Background: an optimization exercise with open tools, aiming at small area. Do not read the settings as production practice.
The RTL was checked by simulation tests, not by an equivalence proof against the original design.
Power and IR drop assume default switching activity.

==> flow/config.mk <==
export PLATFORM = sky130hd
export DESIGN_NAME = boron_top
export DESIGN_NICKNAME = boron_top
export VERILOG_FILES = /design/flow/design.v
export SDC_FILE = /design/flow/constraint.sdc
export NUM_CORES = 4
export LEC_CHECK = 0
export ABC_AREA = 1
export CAP_MARGIN = 20
export CORE_MARGIN = 2
export CORE_UTILIZATION = 40
export SLEW_MARGIN = 20
==> flow/constraint.sdc <==
create_clock -name core_clock -period 5.0 [get_ports {clk}]
set_input_delay 1.0000 -clock core_clock [delete_from_list [all_inputs] [get_ports {clk}]]
set_output_delay 1.0000 -clock core_clock [all_outputs]
set_load 0.01 [all_outputs]
==> flow/design.v <==
module boron_gate (x3, x2, x1, x0, y3, y2, y1, y0);
input x3, x2, x1, x0;
output y3, y2, y1, y0;
reg [3:0] y;
always @(*)
  case ({x3, x2, x1, x0})
    4'h0: y = 4'he; 4'h1: y = 4'h4; 4'h2: y = 4'hb; 4'h3: y = 4'h1;
    4'h4: y = 4'h7; 4'h5: y = 4'h9; 4'h6: y = 4'hc; 4'h7: y = 4'ha;
    4'h8: y = 4'hd; 4'h9: y = 4'h2; 4'ha: y = 4'h0; 4'hb: y = 4'hf;
    4'hc: y = 4'h8; 4'hd: y = 4'h5; 4'he: y = 4'h3; default: y = 4'h6;
  endcase
assign {y3, y2, y1, y0} = y;
endmodule
module block_shuffle (so, bso);
input [15:0] so;
output [15:0] bso;
assign bso[3:0] = so[11:8];
assign bso[7:4] = so[15:12];
assign bso[11:8] = so[3:0];
assign bso[15:12] = so[7:4];
endmodule
module round_p (bso, rpo);
input [63:0] bso;
output [63:0] rpo;
wire [15:0] a,b,c,d;
assign d ={bso[54:48],bso[63:55]};
assign c ={bso[40:32],bso[47:41]};
assign b ={bso[27:16],bso[31:28]};
assign a ={bso[14:0],bso[15]};
assign rpo = {d, c, b, a};
endmodule
module boron_xor (rpo, xor_op);
input [63:0] rpo;
output [63:0] xor_op;
wire [15:0] t1 = rpo[47:32] ^ rpo[15:0];
wire [15:0] t2 = rpo[63:48] ^ rpo[31:16];
assign xor_op[63:48] = rpo[63:48] ^ t1;
assign xor_op[47:32] = t1;
assign xor_op[31:16] = t2;
assign xor_op[15:0] = t2 ^ rpo[15:0];
endmodule
module counter (clk,reset,count);
  input clk;
  input reset;
  output reg [4:0]count;
  always @(posedge clk)
    begin
      if(reset)
        count<=5'b00000;
      else
        count<=count+5'b00001;
    end
endmodule
module key_boron (key_in, count, clk, select, RKi);
  input [127:0] key_in;
  input clk, select;
  input [4:0] count;
  output [63:0] RKi;
  reg [127:0] key;
  wire [127:0] s = {key[114:0], key[127:115]};
  wire [3:0] n1, n2;
  boron_gate sbox1 (s[3], s[2], s[1], s[0], n1[3], n1[2], n1[1], n1[0]);
  boron_gate sbox2 (s[7], s[6], s[5], s[4], n2[3], n2[2], n2[1], n2[0]);
  wire [127:0] next_key = {s[127:64], s[63:59] ^ count, s[58:8], n2, n1};
  always @(posedge clk)
    key <= select ? key_in : next_key;
  assign RKi = key[63:0];
endmodule
module boron_top (clk, plain_txt, key_in, cipher_txt, select, count1, reset);
input [63:0] plain_txt;
input [127:0] key_in;
input clk, select, reset;
output [63:0] cipher_txt;
output [4:0] count1;
wire [63:0] so, xor_op, rpo, bso, si, RKi;
wire [4:0] count;
reg [63:0] state;
assign count1 = count;
always @(posedge clk)
  state <= select ? plain_txt : xor_op;
assign si = state ^ RKi;
assign cipher_txt = si;
counter c2 (clk, reset, count);
key_boron k1 (key_in, count, clk, select, RKi);
genvar i;
generate for (i = 0; i < 16; i = i + 1) begin : sb
  boron_gate s (si[4*i+3], si[4*i+2], si[4*i+1], si[4*i], so[4*i+3], so[4*i+2], so[4*i+1], so[4*i]);
end endgenerate
block_shuffle b1 (so[15:0], bso[15:0]);
block_shuffle b2 (so[31:16], bso[31:16]);
block_shuffle b3 (so[47:32], bso[47:32]);
block_shuffle b4 (so[63:48], bso[63:48]);
round_p r1 (bso, rpo);
boron_xor r2 (rpo, xor_op);
endmodule
==> flow/run.sh <==
#!/bin/bash
# synth_recipe.tcl (not shown) runs the flow's synth.tcl, then flattens the netlist and writes it again
# the make line also repeats each setting of config.mk as NAME=value (left out here)
make -C /OpenROAD-flow-scripts/flow DESIGN_CONFIG=/design/flow/config.mk WORK_HOME=/design/flow/orfs CLKGATE_MAP_FILE= SYNTH_SCRIPT=/design/flow/synth_recipe.tcl finish
==> results.txt, run 1 <==
- Outcome: complete, no violations
- IO Pins: 264
- Dominant cell type by area after synthesis: dfxtp_1
- Starting Density: 0.408
- Mapped cell area: 0.0117 sq mm
- DR iter-0 viols: 700
- Die Height: 175 microns
- Nets: 2340
- Top cell by count, worst path: inv_1
- Fin. max-slew vios: 0
- Area contributors post-synth: dfxtp_1, nand2_1, nand3_1, inv_1, buf_4
- Hold-fix buffers at CTS: 0
- Fin. Hold Viols: 0
- Share of flip-flops with an asynchronous set or reset: 0
- Most common cell in the synthesized netlist: nand2_1
- GPL Wtd Cong: 0.878
- Critical path class: in2reg
- Inst Count DP: 2489
- Die Wd: 175 microns
- Post-route clock period utilization: 0.609
- Post-synth cell types: 33
- PD cells: 620 mW/mm^2
- Crit Path Max Fanout: 109
- Multi-input gate area: 0.00635 sq mm
- Critical Path RT: 5380 ps
- Clock buffer depth: 2
- Min-Delay Path Class: reg2reg
- Initial antenna violation count: 1
- Post-Route Utilization: 0.514
- N_diodes: 0
- Die ar.: 0.0308 sq mm
- Post-CTS setup buffer count: 0
- Max Cap Viol: 0
- PortBufs: 263
- Clock tree from TritonCTS: yes
- Max stage delay cell, worst path: buf_6
- RSZ-0062 raised after global routing: no
- Grt ovf: 0
- Worst Skew: 20.7 ps
- Clk pin slew, worst setup/hold paths: 70 ps
- Commonest cells post-synth: nand2_1, inv_1, dfxtp_1, nand3_1, o21ai_0
- DRT Wirelength: 39100 microns
- Slew HR: 0.468
- DRC viols: 0
- Clock period minus worst slack: 3040 ps
- DR WL/cell: 15.5 microns
- Layout cells sized above 1: 0.0323
- Sequential element share of the synthesized area: 0.336
- CP cell instances: buf_6 > inv_4 > or2_2 > o21a_1 > inv_1 > ha_1 > inv_1 > nand2_1 > a21oi_1 > a21o_1
- Slowest stage delay, CP: 550 ps
- Core ar.: 0.0288 sq mm
- LEAKAGE: 7.87 nW
- Worst Hold Launch: k1.key[114]$_DFF_P_
- Largest net degree at the start of global routing: 110
- Vias/cell: 4.78
- FMAX: 0.329 GHz
- CTS H-Tree Depth: 4
- Global-route wire length before repair: 59400 microns
- Peak supply drop: 0.000270 V
- Clk Latency, worst-skew pair: 450 ps
- Vias in the first global route: 11162
- Post-synth EDFFs: 0
- Clock sinks: 197
- Total Routing Usage GR: 0.251
- DP HPWL: 31800 microns
- Most frequently used flop master after synthesis: dfxtp_1
- Total Power: 0.00918 W
- Total CTS buffers: 17
- Drt pass-1 iters: 5
- YS warnings: 4
- Register bit total from synthesis: 197
- CP endpoint kind: flip-flop
- Resized cells post-CTS: 0
- Crit path from: select
- Arrival @ worst endpoint: 3420 ps
- Final setup fails: 0
- Mean Syn Cell Area: 6.04 sq um
- Core Rows: 62
- Worst R2R Start: k1.key[49]$_DFF_P_
- Worst Setup Start Kind: input port
- Post-synthesis instance total: 1946
- DRT antenna net count: 0
- Total Neg Setup Slack: 0 ps
- Worst-Margin Slew: 799 ps
- Vias: 12052
- P&R area growth vs syn: 26.0%
- Synth top area share: 0.336
- Final Non-Filler Cells: 2521
- Clk root buf: clkbuf_16
- Register area: 0.00394 sq mm
- Layout fillers: 2967
==> cell families (layout without fill, tap and decap cells) <==
group	Yosys count	in the layout	share of synthesized area
xor gates and xnor gates	30	30	0.0294
AOI/OAI and AO/OA	123	123	0.0569
and+or+nand+nor	1264	1264	0.432
buffers and inverters	311	502	0.124
adders and majority gates	21	21	0.0224
DFF	197	197	0.336
==> path summary, 6_finish.rpt <==
check                        end  slack [ps]  cells after the start
max reg2reg     state[4]$_DFF_P_        2840                     13
min reg2reg  k1.key[127]$_DFF_P_         420                      2
min          k1.key[127]$_DFF_P_         420                      2
max             k1.n1[3]$_DFF_P_        1960                     10
==> worst max-delay path: cells and delay by family <==
| family | cells | cell delay (ps) |
|---|---|---|
| buffers and inverters | 4 | 1180 |
| AND/OR/NAND/NOR | 2 | 510 |
| AO/OA/AOI/OAI | 3 | 470 |
| adder cells (fa/ha/maj) | 1 | 230 |
==> power breakdown <==
part | total, W | internal, W | switching (W)
clock | 0.00142 | 0.000679 | 0.000740
sequential | 0.00232 | 0.00197 | 0.000349
combinational | 0.00544 | 0.00198 | 0.00346
==> metal layers <==
metal / vias up / global-route usage / routed length, microns
li1: 6282 / - / -
met1: 5387 / 0.322 / 17300
met2: 349 / 0.436 / 18500
met3: 32 / 0.0472 / 2540
met4: 2 / 0.0594 / 730
met5: - / 0 / 16
==> through the flow <==
stage	setup WS, ps	hold WS (ps)	cell area (sq um)
after floorplan	2570	396	11700
after global placement	1590	403	14200
after detailed placement	1500	406	14200
after CTS	1950	423	14800
after global routing	1750	433	14800
final	1960	422	14800
==> final cells by class <==
type | count | share of cell area
Clock buffer | 17 | 0.0287
Clock inverter | 15 | 0.0121
Inverter | 204 | 0.0519
Multi-Input combinational cell | 1438 | 0.429
Sequential cell | 197 | 0.266
Tap cell | 384 | 0.0325
Timing Repair Buffer | 266 | 0.179
==> cells in the final DEF, fill, tap and decap left out, types with 4 or more instances in the layout <==
cell,instances
nand2_1,1016
clkdlybuf4s50_1,262
inv_1,200
dfxtp_1,197
nand3_1,191
o21ai_0,80
nor2_1,26
ha_1,21
xnor2_1,17
clkbuf_16,17
a31oi_1,16
a21oi_1,13
nand2_2,10
xor2_2,10
nand4_1,8
clkinv_8,5
inv_8,5
nand3b_1,4
o21a_1,4
==> registers in the layout, summed over array words and instances, names as in the netlist <==
register / cells
k1.n2: 4
k1.n1: 4
c2.count: 5
state: 64
k1.key: 120
==> run 2, diff against run 1 <==
--- a/flow/config.mk
+++ b/flow/config.mk
@@ -6,5 +6,4 @@
 export NUM_CORES = 4
 export LEC_CHECK = 0
-export ABC_AREA = 1
 export CAP_MARGIN = 20
 export CORE_MARGIN = 2
==> results.txt, run 2 <==
- Outcome: complete, no violations
- Die Wd: 165 microns
- Clock period minus worst slack: 3200 ps
- Vias: 7189
- Combinational power share: 0.656
- Mapped cell area: 0.0104 sq mm
- Commonest non-fill, non-tap cell in the layout: clkdlybuf4s50_1
- Resized cells post-CTS: 0
- DP HPWL: 22000 microns
- CP Buf/Inv Count: 1
- Clock tree from TritonCTS: yes
- RSZ-0062 raised after global routing: no
- Register bit total from synthesis: 197
- FMAX: 0.312 GHz
- Clk pin slew, worst setup/hold paths: 80 ps
- Die Height: 165 microns
- Clock buffer depth: 2
- Sequential element share of the synthesized area: 0.380
- Most frequently used flop master after synthesis: dfxtp_1
- Largest net degree at the start of global routing: 94
- Post-synthesis instance total: 986
- CP cell instances: xor2_1 > clkdlybuf4s50_1
- Worst R2R Start: k1.key[49]$_DFF_P_
- Initial antenna violation count: 3
- Total CTS buffers: 17
- Mean Syn Cell Area: 10.5 sq um
- Clk pwr share: 0.129
- Core Rows: 58
- Reg power frac: 0.215
- Fin. Hold Viols: 0
- Pint: 0.00613 W
- Cell area after layout: 0.0135 sq mm
- Layout cells sized above 1: 0.176
- Hold WS: 458 ps
- Final setup fails: 0
- Family with the most delay on the worst path: XOR/XNOR gates
- R2r worst-path depth: 6
- Hold depth: 1
- CP endpoint kind: output port
- Vias in the first global route: 7081
- Post-synth EDFFs: 0
- Most common cell in the synthesized netlist: dfxtp_1
- GPL Wtd Cong: 0.828
- Post-synth cell types: 43
- LEAKAGE: 5.46 nW
- Clk Latency, worst-skew pair: 440 ps
- Critical Path RT: 4000 ps
- Total Routing Usage GR: 0.201
- Hold endpoint: k1.key[112]$_DFF_P_
- Share of flip-flops with an asynchronous set or reset: 0
- NetSw: 0.00472 W
- R2R Setup Slk: 2490 ps
- DR iter-0 viols: 415
- Synth top area share: 0.380
- Crit Path Max Fanout: 11
- N_diodes: 0
- Area contributors post-synth: dfxtp_1, mux2_2, xnor2_1, mux2i_1, buf_4
- Nets: 1393
- Starting Density: 0.410
- DR WL/cell: 18.1 microns
- IO Pins: 264
- Critical R2R Capture: state[2]$_DFF_P_
- DP Area: 0.0129 sq mm
- Critical path class: reg2out
- Most frequent cells in the layout: clkdlybuf4s50_1, dfxtp_1, mux2_2
- Slowest stage delay, CP: 710 ps
- Max stage delay cell, worst path: xor2_1
- Post-route clock period utilization: 0.640
- Crit path from: k1.key[2]$_DFF_P_
- Slew HR: 0.307
- DRT antenna net count: 0
- Worst Hold Launch: k1.key[99]$_DFF_P_
- Core ar.: 0.0253 sq mm
- Vias/cell: 4.73
- Die ar.: 0.0273 sq mm
- Grt ovf: 0
- Worst Skew: 11.7 ps
- Dominant cell type by area after synthesis: dfxtp_1
- Biggest regs: k1.key: 120 flops, state: 64 flops, c2.count: 5 flops
- Top reg by flops: k1.key
- Post-CTS setup buffer count: 0
- Global-route wire length before repair: 40300 microns
- Commonest cells post-synth: dfxtp_1, mux2_2, xnor2_1, mux2i_1, inv_1
- Arrival @ worst endpoint: 2200 ps
- PD cells: 805 mW/mm^2
- DRT Wirelength: 27400 microns
- Total Neg Setup Slack: 0 ps
- Drt pass-1 iters: 4
- Worst-Margin Slew: 1040 ps
- Clock sinks: 197
- YS warnings: 4
- Fin. max-slew vios: 0
- Worst Setup Start Kind: flip-flop
- Clk root buf: clkbuf_16
- Hold-fix buffers at CTS: 0
- Peak supply drop: 0.000437 V
- Max Cap Viol: 0
- DRC viols: 0
- CTS H-Tree Depth: 4
- Switching share of power: 0.435
- Max reg flops: 120
- Min-Delay Path Class: reg2reg
- P&R area growth vs syn: 29.8%
- PortBufs: 263
run 2: routing by layer:
layer	GRT usage	vias to the layer above	routed length (microns)
li1	-	3643	-
met1	0.264	3333	12500
met2	0.323	196	12500
met3	0.0689	13	2220
met4	0.0383	4	187
met5	0	-	24
run 2: area by class of cell:
cell class	count	area, sq um
repair buffers	265	2650
inverters	73	274
multi-input cells	623	5580
clock buffers	18	439
clock inverters	14	180
fillers	2270	11800
well taps	330	413
flip-flops and latches	197	3940
run 2: kinds of logic after synthesis:
logic type      after synthesis  share of synthesized area
fa+ha+maj                    21                     0.0253
compound gates              105                     0.0648
xor+xnor                    173                      0.170
buf+inv                     166                     0.0835
mux                         209                      0.228
simple gates                115                     0.0481
flops                       197                      0.380
run 2: metrics by stage:
stage / util / cells / power [W] / setup slack [ps]
6_report: 0.532 / 1520 / 0.0108 / 1800
5_1_grt: 0.532 / 1520 / 0.0117 / 1700
4_1_cts: 0.532 / 1520 / 0.0110 / 1800
3_5_place_dp: 0.508 / 1488 / 0.00956 / 2120
3_3_place_gp: 0.508 / 1488 / 0.00954 / 2120
2_1_floorplan: - / 986 / 0.00776 / 2360
run 2: worst max-delay path by stage:
stage,slack [ps],cells past startpoint,to
2_1_floorplan,2360,6,k1.n1[3]$_DFF_P_
3_3_place_gp,2120,3,state[6]$_DFF_P_
3_5_place_dp,2120,3,state[6]$_DFF_P_
4_1_cts,1800,2,cipher_txt[6]
5_1_grt,1700,2,cipher_txt[6]
6_report,1800,2,cipher_txt[2]
run 2: power groups by stage:
stage / combinational (W) / sequential, W / clock, W
after floorplan: 0.00549 / 0.00227 / 0
after global placement: 0.00717 / 0.00237 / 0
after detailed placement: 0.00719 / 0.00237 / 0
after CTS: 0.00725 / 0.00234 / 0.00144
after global routing: 0.00781 / 0.00237 / 0.00150
final: 0.00712 / 0.00233 / 0.00140
==> run 3, diff against run 2 <==
==> flow/flow/run.sh (new file) <==
#!/bin/bash
# Own layout flow: the standard synthesis, then the standard ORFS steps with
# smaller port buffers, synthesis buffers removed, every cell first downsized to
# its smallest drive strength, and power (area) recovery after global routing.
set -euo pipefail
cd "$(dirname "$0")/.."
F=$PWD/flow
bash standard.sh synth > synth.log 2>&1
bash standard.sh \
  REMOVE_ABC_BUFFERS=1 \
  POST_FLOORPLAN_TCL=$F/post_floorplan.tcl \
  BUFFER_PORTS_ARGS="-buffer_cell sky130_fd_sc_hd__buf_1" \
  RECOVER_POWER=100 \
  finish > layout.log 2>&1
==> flow/flow/downsize.tcl (new file) <==
proc my_downsize_all {} {
  set dont_use {}
  if { [info exists ::env(DONT_USE_CELLS)] } { set dont_use $::env(DONT_USE_CELLS) }
  set best [dict create]
  set n 0
  set saved 0.0
  foreach inst [get_cells *] {
    set lc [get_lib_cells -of_objects $inst]
    set name [get_name $lc]
    if { ![regexp {^(sky130_fd_sc_hd__[a-z0-9]+)_[0-9]+$} $name -> fam] } { continue }
    if { [string match "*df*" $fam] || [string match "*tap*" $fam] || [string match "*conb*" $fam] } { continue }
    if { ![dict exists $best $fam] } {
      set bc ""
      set ba 1e9
      foreach c [get_lib_cells ${fam}_*] {
        set cn [get_name $c]
        if { ![regexp "^${fam}_\[0-9\]+\$" $cn] } { continue }
        if { [lsearch -exact $dont_use $cn] >= 0 } { continue }
        set a [get_property $c area]
        if { $a < $ba } { set ba $a; set bc $cn }
      }
      dict set best $fam [list $bc $ba]
    }
    lassign [dict get $best $fam] bc ba
    if { $bc ne "" && $bc ne $name } {
      set a0 [get_property $lc area]
      if { $ba < $a0 } {
        replace_cell $inst $bc
        incr n
        set saved [expr { $saved + $a0 - $ba }]
      }
    }
  }
  puts "my_downsize_all: resized $n cells, saved $saved um^2"
}
my_downsize_all
==> flow/flow/post_floorplan.tcl (new file) <==
source [file join [file dirname [info script]] downsize.tcl]
==> flow/standard.sh (new file) <==
#!/bin/bash
# synth_recipe.tcl (not shown) runs the flow's synth.tcl, then flattens the netlist and writes it again
# the make line also repeats each setting of config.mk as NAME=value (left out here)
make -C /OpenROAD-flow-scripts/flow DESIGN_CONFIG=/design/flow/config.mk WORK_HOME=/design/flow/orfs CLKGATE_MAP_FILE= SYNTH_SCRIPT=/design/flow/synth_recipe.tcl "${@:-finish}"
removed: flow/run.sh
==> results.txt, run 3 <==
- P&R area growth vs syn: 11.1%
- R2r worst-path depth: 7
- DR WL/cell: 17.2 microns
- Resized cells post-CTS: 0
- GR peak layer: met2
- Post-synth cell types: 43
- Most frequent cells in the layout: buf_1, dfxtp_1, xnor2_1
- GPL Wtd Cong: 0.855
- Min-Delay Path Class: reg2reg
- CP Buf/Inv Count: 2
- Nets: 1394
- Share of flip-flops with an asynchronous set or reset: 0
- LEAKAGE: 4.58 nW
- Commonest cells post-synth: dfxtp_1, mux2_2, xnor2_1, mux2i_1, inv_1
- Max Cap Viol: 1
- Max reg flops: 120
- Post-CTS setup buffer count: 0
- YS warnings: 4
- Vias: 7182
- DR iter-0 viols: 261
- Crit path from: select
- Core ar.: 0.0253 sq mm
- Top reg by flops: k1.key
- Final setup fails: 0
- Worst Skew: 13.3 ps
- Largest net degree at the start of global routing: 117
- Worst R2R Start: k1.key[31]$_DFF_P_
- Slowest stage delay, CP: 1490 ps
- Most common cell in the synthesized netlist: dfxtp_1
- Dominant cell type by area after synthesis: dfxtp_1
- PD cells: 883 mW/mm^2
- Peak supply drop: 0.000287 V
- Hold-fix buffers at CTS: 0
- Synth top area share: 0.380
- Clk pin slew, worst setup/hold paths: 80 ps
- Clk Latency, worst-skew pair: 440 ps
- Clk root buf: clkbuf_16
- DRT antenna net count: 0
- Total Routing Usage GR: 0.193
- Vias in the first global route: 7100
- Family with the most delay on the worst path: buffers and inverters
- CTS H-Tree Depth: 4
- Total CTS buffers: 17
- Clock buffer depth: 2
- Post-synth EDFFs: 0
- Total Neg Setup Slack: 0 ps
- Commonest non-fill, non-tap cell in the layout: buf_1
- RSZ-0062 raised after global routing: no
- Clock tree from TritonCTS: yes
- Global-route wire length before repair: 38700 microns
- Mean Syn Cell Area: 10.5 sq um
- Worst-Margin Slew: 2140 ps
- CP cell instances: clkbuf_1 > clkbuf_2 > mux2_2
- Max stage delay cell, worst path: clkbuf_1
- Register bit total from synthesis: 197
- FMAX: 0.270 GHz
- Met2 usage: 0.319
- Slew HR: -0.424
- Mapped cell area: 0.0104 sq mm
- Fin. Hold Viols: 0
- Starting Density: 0.410
- IO Pins: 264
- Area contributors post-synth: dfxtp_1, mux2_2, xnor2_1, mux2i_1, buf_4
- Initial antenna violation count: 1
- Clock period minus worst slack: 3700 ps
- CP endpoint kind: flip-flop
- GR met1 Demand/Resource: 0.246
- Most frequently used flop master after synthesis: dfxtp_1
- Worst Setup Start Kind: input port
- Arrival @ worst endpoint: 4020 ps
- Layout fillers: 2534
- Outcome: finished with violations
- Vias/cell: 4.72
- Die Wd: 165 microns
- Crit Path Max Fanout: 51
- Inst Count DP: 1489
- Biggest regs: k1.key: 120 flops, state: 64 flops, c2.count: 5 flops
- Layout Check Fails: capacitance limit, slew limit
- Post-route clock period utilization: 0.740
- Post-synthesis instance total: 986
- Clock sinks: 197
- Fin. max-slew vios: 34
- DP HPWL: 21000 microns
- Core Rows: 58
- Die ar.: 0.0273 sq mm
- Layout cells sized above 1: 0.141
- Sequential element share of the synthesized area: 0.380
- Critical Path RT: 5320 ps
- Die Height: 165 microns
- Critical R2R Capture: state[10]$_DFF_P_
- Critical path class: in2reg
- R2R Setup Slk: 2470 ps
- Met3 GRT Util: 0.0552
- PortBufs: 263
- Worst path depth: 3
- DRC viols: 0
- CP endpoint: k1.key[85]$_DFF_P_
- DRT Wirelength: 26200 microns
- Grt ovf: 0
- Drt pass-1 iters: 4
- Final Non-Filler Cells: 1523
run 3: changes by cell type in the layout (fill, tap and decap cells not counted), moves of 7 or more:
cell             change
o21ai_0              +8
buf_1              +262
xnor2_2             -21
clkdlybuf4s50_1    -262
o21ai_1              -8
clkinv_8             -7
xnor2_1             +23
run 3: cells by family after synthesis:
group / share of synthesized area
simple gates: 0.0481
flops: 0.380
mux: 0.228
xor+xnor: 0.170
compound gates: 0.0648
fa+ha+maj: 0.0253
buf+inv: 0.0835
run 3: worst min-delay path by stage:
stage	start	end	slack [ps]	cells past startpoint
after floorplan	k1.n1[0]$_DFF_P_	k1.key[0]$_DFF_P_	430	1
after global placement	k1.key[72]$_DFF_P_	k1.key[85]$_DFF_P_	440	1
after detailed placement	k1.key[124]$_DFF_P_	k1.key[9]$_DFF_P_	440	1
after CTS	k1.key[124]$_DFF_P_	k1.key[9]$_DFF_P_	450	1
after global routing	k1.key[124]$_DFF_P_	k1.key[9]$_DFF_P_	450	1
final	k1.key[85]$_DFF_P_	k1.key[98]$_DFF_P_	450	1
run 3: layer usage:
metal / part of all wire / routed length [microns]
met4: 0.012 / 317
met5: 0 / 0
met2: 0.46 / 12100
met3: 0.077 / 2010
met1: 0.45 / 11700
run 3: metrics by stage:
step           setup WS [ps]  area [sq um]  power [W]  hold WS [ps]   util
2_1_floorplan           2850          9800    0.00728           434      -
3_3_place_gp            2230         11000    0.00888           436  0.433
3_5_place_dp            2170         11000    0.00893           442  0.433
4_1_cts                 2120         11500     0.0104           455  0.456
5_1_grt                 1020         11500     0.0111           454  0.455
6_report                1300         11500     0.0102           454  0.456
run 3: cell type report:
cell class	instances	area, sq um	share of cell area
clock buffer	19	443	0.0384
clock inverter	13	140	0.0121
tap	330	413	0.0358
timing repair buffer	266	1020	0.0881
multi-input combinational	623	5310	0.460
antenna	2	5.00	0.000434
inverter	73	274	0.0237
sequential	197	3940	0.342
run 3: power breakdown:
| part | switching, W | internal, W | leakage, nW | total [W] |
|---|---|---|---|---|
| sequential | 0.000227 | 0.00204 | 1.66 | 0.00227 |
| clock | 0.000662 | 0.000719 | 0.280 | 0.00138 |
| combinational | 0.00377 | 0.00277 | 2.64 | 0.00654 |
| total | 0.00466 | 0.00553 | 4.58 | 0.0102 |
==> run 4, diff against run 3 <==
==> flow/flow/run.sh (replaced) <==
#!/bin/bash
# Own layout flow: the standard synthesis, then the standard ORFS steps with
# smaller port buffers, synthesis buffers removed, every cell first downsized to
# its smallest drive strength, and a clock tree of small buffers.
set -euo pipefail
cd "$(dirname "$0")/.."
F=$PWD/flow
bash standard.sh synth > synth.log 2>&1
bash standard.sh \
  REMOVE_ABC_BUFFERS=1 \
  POST_FLOORPLAN_TCL=$F/post_floorplan.tcl \
  BUFFER_PORTS_ARGS="-buffer_cell sky130_fd_sc_hd__buf_1" \
  CTS_ARGS="-sink_clustering_enable -repair_clock_nets -dont_use_dummy_load -buf_list sky130_fd_sc_hd__clkbuf_8" \
  finish > layout.log 2>&1
==> results.txt, run 4 <==
- Worst Skew: 42.5 ps
- P&R area growth vs syn: 7.77%
- Most frequently used flop master after synthesis: dfxtp_1
- Post-synthesis instance total: 986
- RSZ-0062 raised after global routing: no
- Clk pin slew, worst setup/hold paths: 100 ps
- DP Area: 0.0110 sq mm
- Inst Count DP: 1489
- Vias: 7125
- Fin. Hold Viols: 0
- Total CTS buffers: 17
- Cell area after layout: 0.0112 sq mm
- CP Buf/Inv Count: 1
- PortBufs: 263
- Biggest regs: k1.key: 120 flops, state: 64 flops, c2.count: 5 flops
- Max stage delay cell, worst path: xor2_1
- Multi-input gate area: 0.00531 sq mm
- Arrival @ worst endpoint: 1900 ps
- GPL Wtd Cong: 0.855
- Clk Latency, worst-skew pair: 470 ps
- Slew HR: 0.381
- Max reg flops: 120
- Clock sinks: 197
- Total Neg Setup Slack: 0 ps
- Commonest cells post-synth: dfxtp_1, mux2_2, xnor2_1, mux2i_1, inv_1
- Clock buffer depth: 2
- Post-synth cell types: 43
- Largest net degree at the start of global routing: 117
- Total Routing Usage GR: 0.190
- Total Power: 0.00964 W
- Share of flip-flops with an asynchronous set or reset: 0
- Die Height: 165 microns
- Vias in the first global route: 7059
- CP cell instances: xor2_1 > buf_1
- Most frequent cells in the layout: buf_1, dfxtp_1, xnor2_1
- DRC viols: 0
- Global-route wire length before repair: 38400 microns
- Layout cells sized above 1: 0.137
- Core Rows: 58
- Post-route clock period utilization: 0.579
- Worst Setup Start Kind: flip-flop
- Crit Path Max Fanout: 11
- Nets: 1394
- Layout fillers: 2551
- Worst R2R Start: k1.key[31]$_DFF_P_
- Hold-fix buffers at CTS: 0
- YS warnings: 4
- Hold endpoint: k1.key[9]$_DFF_P_
- Worst Hold Launch: k1.key[124]$_DFF_P_
- Clk root buf: clkbuf_8
- Min-Delay Path Class: reg2reg
- Worst-Margin Slew: 925 ps
- Sequential element share of the synthesized area: 0.380
- Mapped cell area: 0.0104 sq mm
- FMAX: 0.345 GHz
- Critical Path RT: 4000 ps
- Max Cap Viol: 0
- Dominant cell type by area after synthesis: dfxtp_1
- Fin. max-slew vios: 0
- DRT antenna net count: 0
- Clock period minus worst slack: 2900 ps
- Peak supply drop: 0.000326 V
- Top reg by flops: k1.key
- Grt ovf: 0
- R2R Setup Slk: 2470 ps
- Critical R2R Capture: state[10]$_DFF_P_
- Critical path class: reg2out
- DR WL/cell: 17.3 microns
- Slowest stage delay, CP: 740 ps
- Outcome: complete, no violations
- CP endpoint kind: output port
- Hold depth: 1
- IO Pins: 264
- Vias/cell: 4.73
- DP HPWL: 21000 microns
- Final setup fails: 0
- Core ar.: 0.0253 sq mm
- Register bit total from synthesis: 197
- DR iter-0 viols: 265
- R2r worst-path depth: 7
- Mean Syn Cell Area: 10.5 sq um
- Initial antenna violation count: 1
- Resized cells post-CTS: 0
- Starting Density: 0.410
- CTS H-Tree Depth: 4
- N_diodes: 0
- PD cells: 861 mW/mm^2
- Synth top area share: 0.380
- Drt pass-1 iters: 4
- Clock tree from TritonCTS: yes
- Hold WS: 438 ps
- Die ar.: 0.0273 sq mm
- DRT Wirelength: 26000 microns
- Final Non-Filler Cells: 1506
- Family with the most delay on the worst path: XOR/XNOR gates
- Post-CTS setup buffer count: 0
- Most common cell in the synthesized netlist: dfxtp_1
- Register area: 0.00394 sq mm
- Post-synth EDFFs: 0
- Die Wd: 165 microns
- Commonest non-fill, non-tap cell in the layout: buf_1
- Area contributors post-synth: dfxtp_1, mux2_2, xnor2_1, mux2i_1, buf_4
- LEAKAGE: 4.43 nW
-- run 4: cell types whose count changed in the layout (fill, tap and decap cells not counted), sizes merged --
cell	delta
clkinv	-6
clkbuf	-4
inv	-4
buf	+2
clkinvlp	-2
diode	-2
bufinv	-1
-- run 4: power breakdown --
group | leakage [nW] | total (W) | switching (W) | internal [W]
sequential | 1.66 | 0.00226 | 0.000226 | 0.00204
clock | 0.122 | 0.000804 | 0.000501 | 0.000303
combinational | 2.64 | 0.00657 | 0.00380 | 0.00278
-- run 4: worst register-to-register path, stage by stage (launching register included) --
cell and delay (ps):
dfxtp_1 350, xnor2_1 610, inv_1 250, a211oi_1 310, a311oi_1 90, xnor2_1 340
xnor2_1 140, o21ai_0 300
-- run 4: final cells by class --
| cell class | count | share of cell area |
|---|---|---|
| Multi-Input combinational cell | 623 | 0.474 |
| Sequential cell | 197 | 0.352 |
| Timing Repair Buffer | 266 | 0.0916 |
| Tap cell | 330 | 0.0369 |
| Inverter | 73 | 0.0245 |
| Clock buffer | 17 | 0.0209 |
-- run 4: cell families (layout without fill, tap and decap cells) --
group           count (synthesis)  after routing  synth area share
buf+inv                       166            356            0.0835
compound gates                105            105            0.0648
flops                         197            197             0.380
xor+xnor                      173            173             0.170
fa+ha+maj                      21             21            0.0253
mux                           209            209             0.228
simple gates                  115            115            0.0481
-- run 4: worst max-delay path by stage --
stage | startpoint | to | slack [ps] | depth (start not counted)
CTS | k1.key[2]$_DFF_P_ | cipher_txt[2] | 2070 | 2
finish | k1.key[2]$_DFF_P_ | cipher_txt[2] | 2100 | 2
detailed placement | select | k1.n2[3]$_DFF_P_ | 2170 | 5
floorplan | select | k1.n2[3]$_DFF_P_ | 2850 | 2
global placement | select | k1.n2[3]$_DFF_P_ | 2230 | 3
global route | k1.key[2]$_DFF_P_ | cipher_txt[2] | 1940 | 2
-- run 4: metrics by stage --
step,worst slack [ps],utilization
2_1_floorplan,2850,-
3_3_place_gp,2230,0.433
3_5_place_dp,2170,0.433
4_1_cts,2070,0.442
5_1_grt,1940,0.442
6_report,2100,0.442
-- run 4: metal layers --
metal | GRT usage | share of wire | vias to the layer above
met5 | 0 | 0 | -
met3 | 0.0549 | 0.070 | 20
li1 | - | - | 3633
met2 | 0.313 | 0.46 | 185
met4 | 0.0494 | 0.016 | 0
met1 | 0.244 | 0.45 | 3287

what the ideal ports hide:
No port has a modelled driver above. Below, the same layouts with a new extraction and two added sets of constraints. Step 1 sets driving cells, clkbuf_16 on the clock port and buf_2 on the other inputs (assumed; they add their load-dependent delay and slew). Step 2 adds t to the input delays and takes it off the output delays; t is the mean of the earliest and latest rising clock arrival at the registers after step 1. Input paths then give back, and output paths get back, about the clock's delay inside the block. Three values: no drivers, after step 1, after step 2; two values: the first two.
| run | shift t [ns] | setup WS [ns] | worst setup path after step 2 |
|---|---|---|---|
| run 1 | 0.492 | 1.957 / 1.968 / 1.476 | input to register |
| run 2 | 0.481 | 1.798 / 1.752 / 2.040 | input to register |
| run 3 | 0.476 | 1.300 / 1.307 / 0.830 | input to register |
| run 4 | 0.485 | 2.103 / 2.063 / 2.183 | input to register |
For run 1, which loses most, drivers alone change the setup slack by +0.011 ns; drivers and shift together by -0.481 ns.
